What follows belongs to an exercise in optimizing a design on an open flow for small area and a short achievable clock period; a production flow would make more cautious choices.
Only simulation tests tie the RTL to the original design; equivalence was not proved.
Power and IR drop assume default switching activity.

pepper:
==> flow/design.v <==
module ahb_bus_matrix
(
  input HBUSREQx0,
  input HBUSREQx1,
  input HBUSREQx2,
  input HBUSREQx3,
  input HLOCKx0,
  input HLOCKx1,
  input HLOCKx2,
  input HLOCKx3,
  input [1:0] HTRANSx0,
  input [1:0] HTRANSx1,
  input [1:0] HTRANSx2,
  input [1:0] HTRANSx3,
  input [31:0] HADDRx0,
  input [31:0] HADDRx1,
  input [31:0] HADDRx2,
  input [31:0] HADDRx3,
  input HWRITEx0,
  input HWRITEx1,
  input HWRITEx2,
  input HWRITEx3,
  input [2:0] HSIZEx0,
  input [2:0] HSIZEx1,
  input [2:0] HSIZEx2,
  input [2:0] HSIZEx3,
  input [2:0] HBURSTx0,
  input [2:0] HBURSTx1,
  input [2:0] HBURSTx2,
  input [2:0] HBURSTx3,
  input [31:0] HWDATAx0,
  input [31:0] HWDATAx1,
  input [31:0] HWDATAx2,
  input [31:0] HWDATAx3,
  input HREADYx0,
  input HREADYx1,
  input HREADYx2,
  input HREADYx3,
  input HREADYx4,
  input HREADYx5,
  input HREADYx6,
  input [1:0] HRESPx0,
  input [1:0] HRESPx1,
  input [1:0] HRESPx2,
  input [1:0] HRESPx3,
  input [1:0] HRESPx4,
  input [1:0] HRESPx5,
  input [1:0] HRESPx6,
  input [31:0] HRDATAx0,
  input [31:0] HRDATAx1,
  input [31:0] HRDATAx2,
  input [31:0] HRDATAx3,
  input [31:0] HRDATAx4,
  input [31:0] HRDATAx5,
  input [31:0] HRDATAx6, 
  input [3:0] HSPLITx0,
  input [3:0] HSPLITx1,
  input [3:0] HSPLITx2,
  input [3:0] HSPLITx3,
  input [3:0] HSPLITx4,
  input [3:0] HSPLITx5,
  input [3:0] HSPLITx6,
  output HGRANTx0,
  output HGRANTx1,
  output HGRANTx2,
  output HGRANTx3,
  output HSELx0,
  output HSELx1,
  output HSELx2,
  output HSELx3,
  output HSELx4,
  output HSELx5,
  output HSELx6,
  input HRESETn,
  input HCLK,
  output [1:0] HTRANS,
  output [31:0] HADDR,
  output HWRITE,
  output [2:0] HSIZE,
  output [2:0] HBURST,
  output [31:0] HWDATA,
  output HREADY,
  output [1:0] HRESP,
  output [31:0] HRDATA,
  output [3:0] HMASTER,
  output HMASTLOCK
);
reg [1:0] grant_x;     
reg [3:0] hm_x;        
reg [1:0] hmd;         
reg       fixlen;      
reg       split_q;     
reg       retry_q;     
reg [5:0] count;       
reg [3:0] mask_n;      
wire [1:0] grant    = grant_x ^ 2'b01;
wire [3:0] hm_oh    = hm_x ^ 4'b0010;
wire [3:0] req_mask = ~mask_n;
wire a0 = hm_oh[0];
wire a1 = hm_oh[1];
wire a2 = hm_oh[2];
wire a3 = hm_oh[3];
assign HADDR  = ({32{a0}} & HADDRx0)  | ({32{a1}} & HADDRx1)  |
                ({32{a2}} & HADDRx2)  | ({32{a3}} & HADDRx3);
assign HWRITE = (a0 & HWRITEx0) | (a1 & HWRITEx1) |
                (a2 & HWRITEx2) | (a3 & HWRITEx3);
assign HTRANS = ({2{a0}} & HTRANSx0) | ({2{a1}} & HTRANSx1) |
                ({2{a2}} & HTRANSx2) | ({2{a3}} & HTRANSx3);
assign HSIZE  = ({3{a0}} & HSIZEx0)  | ({3{a1}} & HSIZEx1)  |
                ({3{a2}} & HSIZEx2)  | ({3{a3}} & HSIZEx3);
assign HBURST = ({3{a0}} & HBURSTx0) | ({3{a1}} & HBURSTx1) |
                ({3{a2}} & HBURSTx2) | ({3{a3}} & HBURSTx3);
wire [1:0] hm = {a2 | a3, a1 | a3};
wire d0 = (hmd == 2'd0);
wire d1 = (hmd == 2'd1);
wire d2 = (hmd == 2'd2);
wire d3 = (hmd == 2'd3);
assign HWDATA = ({32{d0}} & HWDATAx0) | ({32{d1}} & HWDATAx1) |
                ({32{d2}} & HWDATAx2) | ({32{d3}} & HWDATAx3);
function [6:0] dec;
  input [3:0] a;
  begin
    dec[0] = a[3] | (a[2:0] == 3'd0) | (a[2:0] == 3'd7);
    dec[1] = (a == 4'h1);
    dec[2] = (a == 4'h2);
    dec[3] = (a == 4'h3);
    dec[4] = (a == 4'h4);
    dec[5] = (a == 4'h5);
    dec[6] = (a == 4'h6);
  end
endfunction
wire [6:0] dm0 = dec(HADDRx0[31:28]);
wire [6:0] dm1 = dec(HADDRx1[31:28]);
wire [6:0] dm2 = dec(HADDRx2[31:28]);
wire [6:0] dm3 = dec(HADDRx3[31:28]);
wire [6:0] hsel = ({7{a0}} & dm0) | ({7{a1}} & dm1) |
                  ({7{a2}} & dm2) | ({7{a3}} & dm3);
assign {HSELx6, HSELx5, HSELx4, HSELx3, HSELx2, HSELx1, HSELx0} = hsel;
reg [6:0] ss_x;
wire [6:0] ss_oh = ss_x ^ 7'b0000001;
always @(posedge HCLK or negedge HRESETn) begin
  if (!HRESETn)     ss_x <= 7'd0;
  else if (HREADY)  ss_x <= hsel ^ 7'b0000001;
end
wire s0 = ss_oh[0];
wire s1 = ss_oh[1];
wire s2 = ss_oh[2];
wire s3 = ss_oh[3];
wire s4 = ss_oh[4];
wire s5 = ss_oh[5];
wire s6 = ss_oh[6];
assign HRDATA = ({32{s0}} & HRDATAx0) | ({32{s1}} & HRDATAx1) |
                ({32{s2}} & HRDATAx2) | ({32{s3}} & HRDATAx3) |
                ({32{s4}} & HRDATAx4) | ({32{s5}} & HRDATAx5) |
                ({32{s6}} & HRDATAx6);
assign HRESP  = ({2{s0}} & HRESPx0) | ({2{s1}} & HRESPx1) |
                ({2{s2}} & HRESPx2) | ({2{s3}} & HRESPx3) |
                ({2{s4}} & HRESPx4) | ({2{s5}} & HRESPx5) |
                ({2{s6}} & HRESPx6);
assign HREADY = (s0 & HREADYx0) | (s1 & HREADYx1) |
                (s2 & HREADYx2) | (s3 & HREADYx3) |
                (s4 & HREADYx4) | (s5 & HREADYx5) |
                (s6 & HREADYx6);
wire g0 = (grant == 2'd0);
wire g1 = (grant == 2'd1);
wire g2 = (grant == 2'd2);
wire g3 = (grant == 2'd3);
assign HGRANTx0 = g0;
assign HGRANTx1 = g1;
assign HGRANTx2 = g2;
assign HGRANTx3 = g3;
wire locked = (g0 & HLOCKx0) | (g1 & HLOCKx1) | (g2 & HLOCKx2) | (g3 & HLOCKx3);
assign HMASTLOCK = locked;
assign HMASTER   = {2'b00, hm};
wire busreq = (g0 & HBUSREQx0) | (g1 & HBUSREQx1) | (g2 & HBUSREQx2) | (g3 & HBUSREQx3);
wire t_idle   = (HTRANS == 2'b00);
wire t_busy   = (HTRANS == 2'b01);
wire t_nonseq = (HTRANS == 2'b10);
wire t_seq    = (HTRANS == 2'b11);
reg [5:0] next_count;
always @(*) begin
  case (HTRANS)
    2'b10: begin
      case (HBURST)
        3'b000: next_count = HREADY ? 6'h0 : 6'h1;
        3'b001:   next_count = 6'h20;
        3'b010,
        3'b011:  next_count = HREADY ? 6'h3 : 6'h4;
        3'b100,
        3'b101:  next_count = HREADY ? 6'h7 : 6'h8;
        default:        next_count = HREADY ? 6'hf : 6'h10;
      endcase
    end
    2'b01: next_count = count;
    2'b00: next_count = 6'h0;
    default:      next_count = (HREADY && !count[5]) ? count - 6'd1 : count;
  endcase
end
always @(posedge HCLK or negedge HRESETn) begin
  if (!HRESETn) count <= 6'h0;
  else          count <= next_count;
end
wire cnt_le1 = t_nonseq ? (HBURST == 3'b000) :
               (t_seq && HREADY && !count[5]) ? (count[5:2] == 4'd0 && count[1:0] != 2'd0 && count[1:0] != 2'd3) :
               (count[5:1] == 5'd0);
wire degrant = !busreq | t_idle | (fixlen & !locked & cnt_le1) | split_q | retry_q;
wire resp_split = (HRESP == 2'b11);
wire to_dummy = (locked & resp_split) |
                (g1 & resp_split & !HBUSREQx2 & !HBUSREQx3) |
                (req_mask == 4'b0);
wire [1:0] next_grant = (HBUSREQx3 & req_mask[3]) ? 2'd3 :
                        (HBUSREQx2 & req_mask[2]) ? 2'd2 : 2'd1;
always @(posedge HCLK or negedge HRESETn) begin
  if (!HRESETn)      grant_x <= 2'd0;
  else if (to_dummy) grant_x <= 2'd0 ^ 2'b01;
  else if (degrant)  grant_x <= next_grant ^ 2'b01;
end
wire [3:0] grant_oh = {g3, g2, g1, g0};
always @(posedge HCLK or negedge HRESETn) begin
  if (!HRESETn) begin
    hm_x <= 4'd0;
    hmd  <= 2'd0;
  end else if (HREADY) begin
    hm_x <= grant_oh ^ 4'b0010;
    hmd  <= hm;
  end
end
always @(posedge HCLK or negedge HRESETn) begin
  if (!HRESETn) begin
    fixlen  <= 1'b0;
    split_q <= 1'b0;
    retry_q <= 1'b0;
  end else begin
    fixlen  <= (HBURST != 3'b001);
    split_q <= resp_split;
    retry_q <= (HRESP == 2'b10);
  end
end
wire [3:0] hsplit = HSPLITx0 | HSPLITx1 | HSPLITx2 | HSPLITx3 |
                    HSPLITx4 | HSPLITx5 | HSPLITx6;
always @(posedge HCLK or negedge HRESETn) begin
  if (!HRESETn) mask_n <= 4'b0000;
  else          mask_n <= ~((req_mask | hsplit) & ~({4{split_q}} & hm_oh));
end
endmodule
==> flow/config.mk <==
export PLATFORM = sky130hd
export DESIGN_NAME = ahb_bus_matrix
export DESIGN_NICKNAME = ahb_bus_matrix
export VERILOG_FILES = /design/flow/design.v
export SDC_FILE = /design/flow/constraint.sdc
export NUM_CORES = 4
export LEC_CHECK = 0
export CAP_MARGIN = 20
export CORE_AREA = 4 4 156 156
export DIE_AREA = 0 0 160 160
export SETUP_SLACK_MARGIN = 1.4
export SLEW_MARGIN = 20
==> flow/constraint.sdc <==
create_clock -name core_clock -period 4.0 [get_ports {HCLK}]
set_input_delay 0.8000 -clock core_clock [delete_from_list [all_inputs] [get_ports {HCLK}]]
set_output_delay 0.8000 -clock core_clock [all_outputs]
set_load 0.01 [all_outputs]
standard.sh (not shown) runs the stock make flow with config.mk's settings and CLKGATE_MAP_FILE= SYNTH_SCRIPT=/design/flow/synth_recipe.tcl, a recipe that flattens the netlist after the stock synthesis.
==> flow/flow/run.sh <==
#!/bin/bash
# Standard ORFS layout, with:
# - the port buffers made from the smallest buffer cell,
# - I/O pins on met3 (left/right) and met2 or met4 (top/bottom),
# - the pins of each multiplexed output bit kept together,
# - synthesis as standard except for the ABC script (flow/synth.tcl).
set -euo pipefail
export BUFFER_PORTS_ARGS="-buffer_cell sky130_fd_sc_hd__buf_1"
export IO_PLACER_H="met3"
export IO_PLACER_V="met2 met4"
export PRE_IO_PLACEMENT_TCL="$PWD/flow/io_pins.tcl"
bash standard.sh "SYNTH_SCRIPT=$PWD/flow/synth.tcl" finish > flow_make.log 2>&1
==> flow/flow/io_pins.tcl <==
# Pin placement before ORFS's own place_pins: keep the pins of each
# multiplexed output bit together (flow/pin_groups.txt). The grouped placement
# can fail when the groups do not fit the edge sections; then try again without
# corner avoidance, and if that fails too, ORFS's place_pins places the pins
# without groups. Pins placed here are fixed, so ORFS's call leaves them alone.
set pin_groups_file [file join [file dirname [info script]] pin_groups.txt]
set pin_groups [string trim [read [open $pin_groups_file]]]
foreach extra {{} {-corner_avoidance 0}} {
  if {![catch {place_pins -hor_layers $::env(IO_PLACER_H) -ver_layers $::env(IO_PLACER_V) \
                 {*}$extra {*}$pin_groups} err]} {
    puts "io_pins.tcl: grouped pins placed ($extra)"
    break
  }
  puts "io_pins.tcl: grouped place_pins failed ($extra): $err"
}
==> flow/flow/synth.tcl <==
# The standard synthesis (synth_recipe.tcl), except that ABC maps the logic with
# Yosys's own ABC script instead of ORFS's speed script. Registers are mapped
# before ABC runs, so they are the standard synthesis's.
proc synth {args} { yosys synth -nofsm -noshare {*}$args }
proc abc {args} {
  set out {}
  set skip 0
  foreach a $args {
    if {$skip} { set skip 0; continue }
    if {$a eq "-script"} { set skip 1; continue }
    lappend out $a
  }
  yosys abc {*}$out
}
source $::env(SCRIPTS_DIR)/synth.tcl
# left out here: clear keep_hierarchy, flatten, clean up, hide names made inside functions, write 1_2_yosys.v
Other scripts of this flow, unchanged in this note and not shown: flow/flow/pin_groups.txt
pepper: it failed with a tool error in I/O pin placement (3_2_place_iop), so there are no final results.
Changes in zinc relative to pepper:
Settings: changing DIE_AREA from 0 0 160 160 to 0 0 165 165; changing CORE_AREA from 4 4 156 156 to 4 4 161 161.
==> flow/flow/run.sh <==
#!/bin/bash
# Standard ORFS layout, with:
# - the port buffers made from the smallest buffer cell,
# - I/O pins on met3 (left/right) and met2 or met4 (top/bottom),
# - the pins of each multiplexed output bit kept together.
set -euo pipefail
export BUFFER_PORTS_ARGS="-buffer_cell sky130_fd_sc_hd__buf_1"
export IO_PLACER_H="met3"
export IO_PLACER_V="met2 met4"
export PLACE_PINS_ARGS="$(cat flow/pin_groups.txt)"
bash standard.sh > flow_make.log 2>&1
removed: flow/flow/io_pins.tcl
removed: flow/flow/synth.tcl
Findings:
Looking across pepper and zinc, the single run that reached the end with no open violations was zinc.
pepper | ERROR | I/O pin placement (3_2_place_iop)
Compare pepper and zinc | complex-gate fraction of the synthesized area higher: pepper
On zinc: sequential cell area fraction in the yosys report is 0.76 points lower than what pepper gave.
Between zinc and pepper, it is zinc whose synthesized cell count is lower, by about 20%.
Xor and xnor area share after synthesis for zinc: 0.94 points up relative to pepper
Measured against each other, pepper and zinc differ in vertical extent of the die, the higher figure coming from zinc.
Changes observed in zinc relative to pepper: distinct cell type count of the synthesized netlist grew by about 36%; adder-cell share of the synthesized area held steady.
Taking pepper as the reference point, the synthesized area per cell of zinc rises by 32%.
Compared with pepper, in zinc initial core utilization lost 0.38 points, synthesized area higher.
Relative to zinc, the following input files were edited for umber:
Settings: a change of DIE_AREA from 0 0 165 165 to 0 0 160 160; a change of SETUP_SLACK_MARGIN from 1.4 to 1.6; a change of CORE_AREA from 4 4 161 161 to 4 4 156 156.
-- flow/flow/run.sh --
<<< zinc, line 9
export IO_PLACER_V="met2 met4"
export PLACE_PINS_ARGS="$(cat flow/pin_groups.txt)"
bash standard.sh > flow_make.log 2>&1
>>> umber, line 9
export IO_PLACER_V="met2 met4"
export PLACE_PINS_ARGS="$(cat flow/pin_groups.txt)"
bash standard.sh SETUP_MOVE_SEQUENCE=unbuffer,swap,split,clone,buffer finish > flow_make.log 2>&1
==> notes.md <==
Having completed the whole flow, umber delivered a layout that passed the timing, design-rule and antenna checks. Cmp zinc and umber / critical path depth / higher: umber. Compared with zinc, umber shows a worst setup slack that is 0.18 ns lower. Compared to zinc, the router laid down more metal wire for umber. Capture point of the worst path = HSELx5: zinc; capture point of the worst path = HSELx1: umber. Compared with zinc, umber shows a higher first-pass GRT wire length. Compared umber vs zinc, and minimum clock period after layout is up in umber. The lower area growth from synthesis to layout came out of zinc. Share of power burned in the clock network in umber is 0.8 points below zinc.
diff inputs: umber => willow
Settings: DIE_AREA now 0 0 150 150, was 0 0 160 160; SETUP_SLACK_MARGIN now 1.4, was 1.6; CORE_AREA now 4 4 146 146, was 4 4 156 156.
-- flow/flow/run.sh --
<<< umber, line 9
export IO_PLACER_V="met2 met4"
export PLACE_PINS_ARGS="$(cat flow/pin_groups.txt)"
bash standard.sh SETUP_MOVE_SEQUENCE=unbuffer,swap,split,clone,buffer finish > flow_make.log 2>&1
>>> willow, line 9
export IO_PLACER_V="met2 met4"
export PLACE_PINS_ARGS="$(cat flow/pin_groups.txt)"
bash standard.sh > flow_make.log 2>&1
--- outcome ---
- willow -> umber: post-synthesis cell area delta 0, exact match
- willow -> umber: async set or reset register ratio after synthesis delta 0, exact match
- Per the final summary, umber finished and its layout is clean on timing, DRC and antenna.
- Seen in the log of willow: PPL-0024 during I/O pin placement (3_2_place_iop), after which the run never completed.
- willow gives less chip height than umber did.
- Initial core utilization, umber and willow, higher one = willow.
- Taking umber as the reference, in willow synthesized-area fraction occupied by ao, oa, aoi and oai cells held steady, sequential-to-total area share from yosys stat shows no meaningful change, row count shrank by 4, overall die width now smaller.

port drivers added, routing unchanged:
The results above use ideal ports. As a check the final layouts listed here were re-extracted and re-timed, cells and wires unchanged. Step 1 (the two cells are an assumption about what drives the block):
set clk [get_ports {HCLK}]
set_driving_cell -lib_cell sky130_fd_sc_hd__clkbuf_16 $clk
set_driving_cell -lib_cell sky130_fd_sc_hd__buf_2 [delete_from_list [all_inputs] $clk]
Step 2 adds t to the input delays and takes it off the output delays; t is the mean of the earliest and latest rising clock arrival at the registers after step 1. Input paths then give back, and output paths get back, about the clock's delay inside the block. Slacks: no drivers / after step 1 / after step 2; pairs: no drivers / after step 1.
| run | shift t [ns] | slack for setup (ns) | worst setup path at the end | worst data-port slew with drivers (ns) | pins driven straight from the clock port |
|---|---|---|---|---|---|
| zinc | 0.304 | 1.424 / 1.387 / 1.387 | input to output | 0.09 | 1 |
| umber | 0.322 | 1.249 / 1.210 / 1.210 | input to output | 0.13 | 1 |
After both steps setup and hold are still met in every run listed. For umber, which loses most, drivers alone change the setup slack by -0.039 ns; drivers and shift together by -0.039 ns.
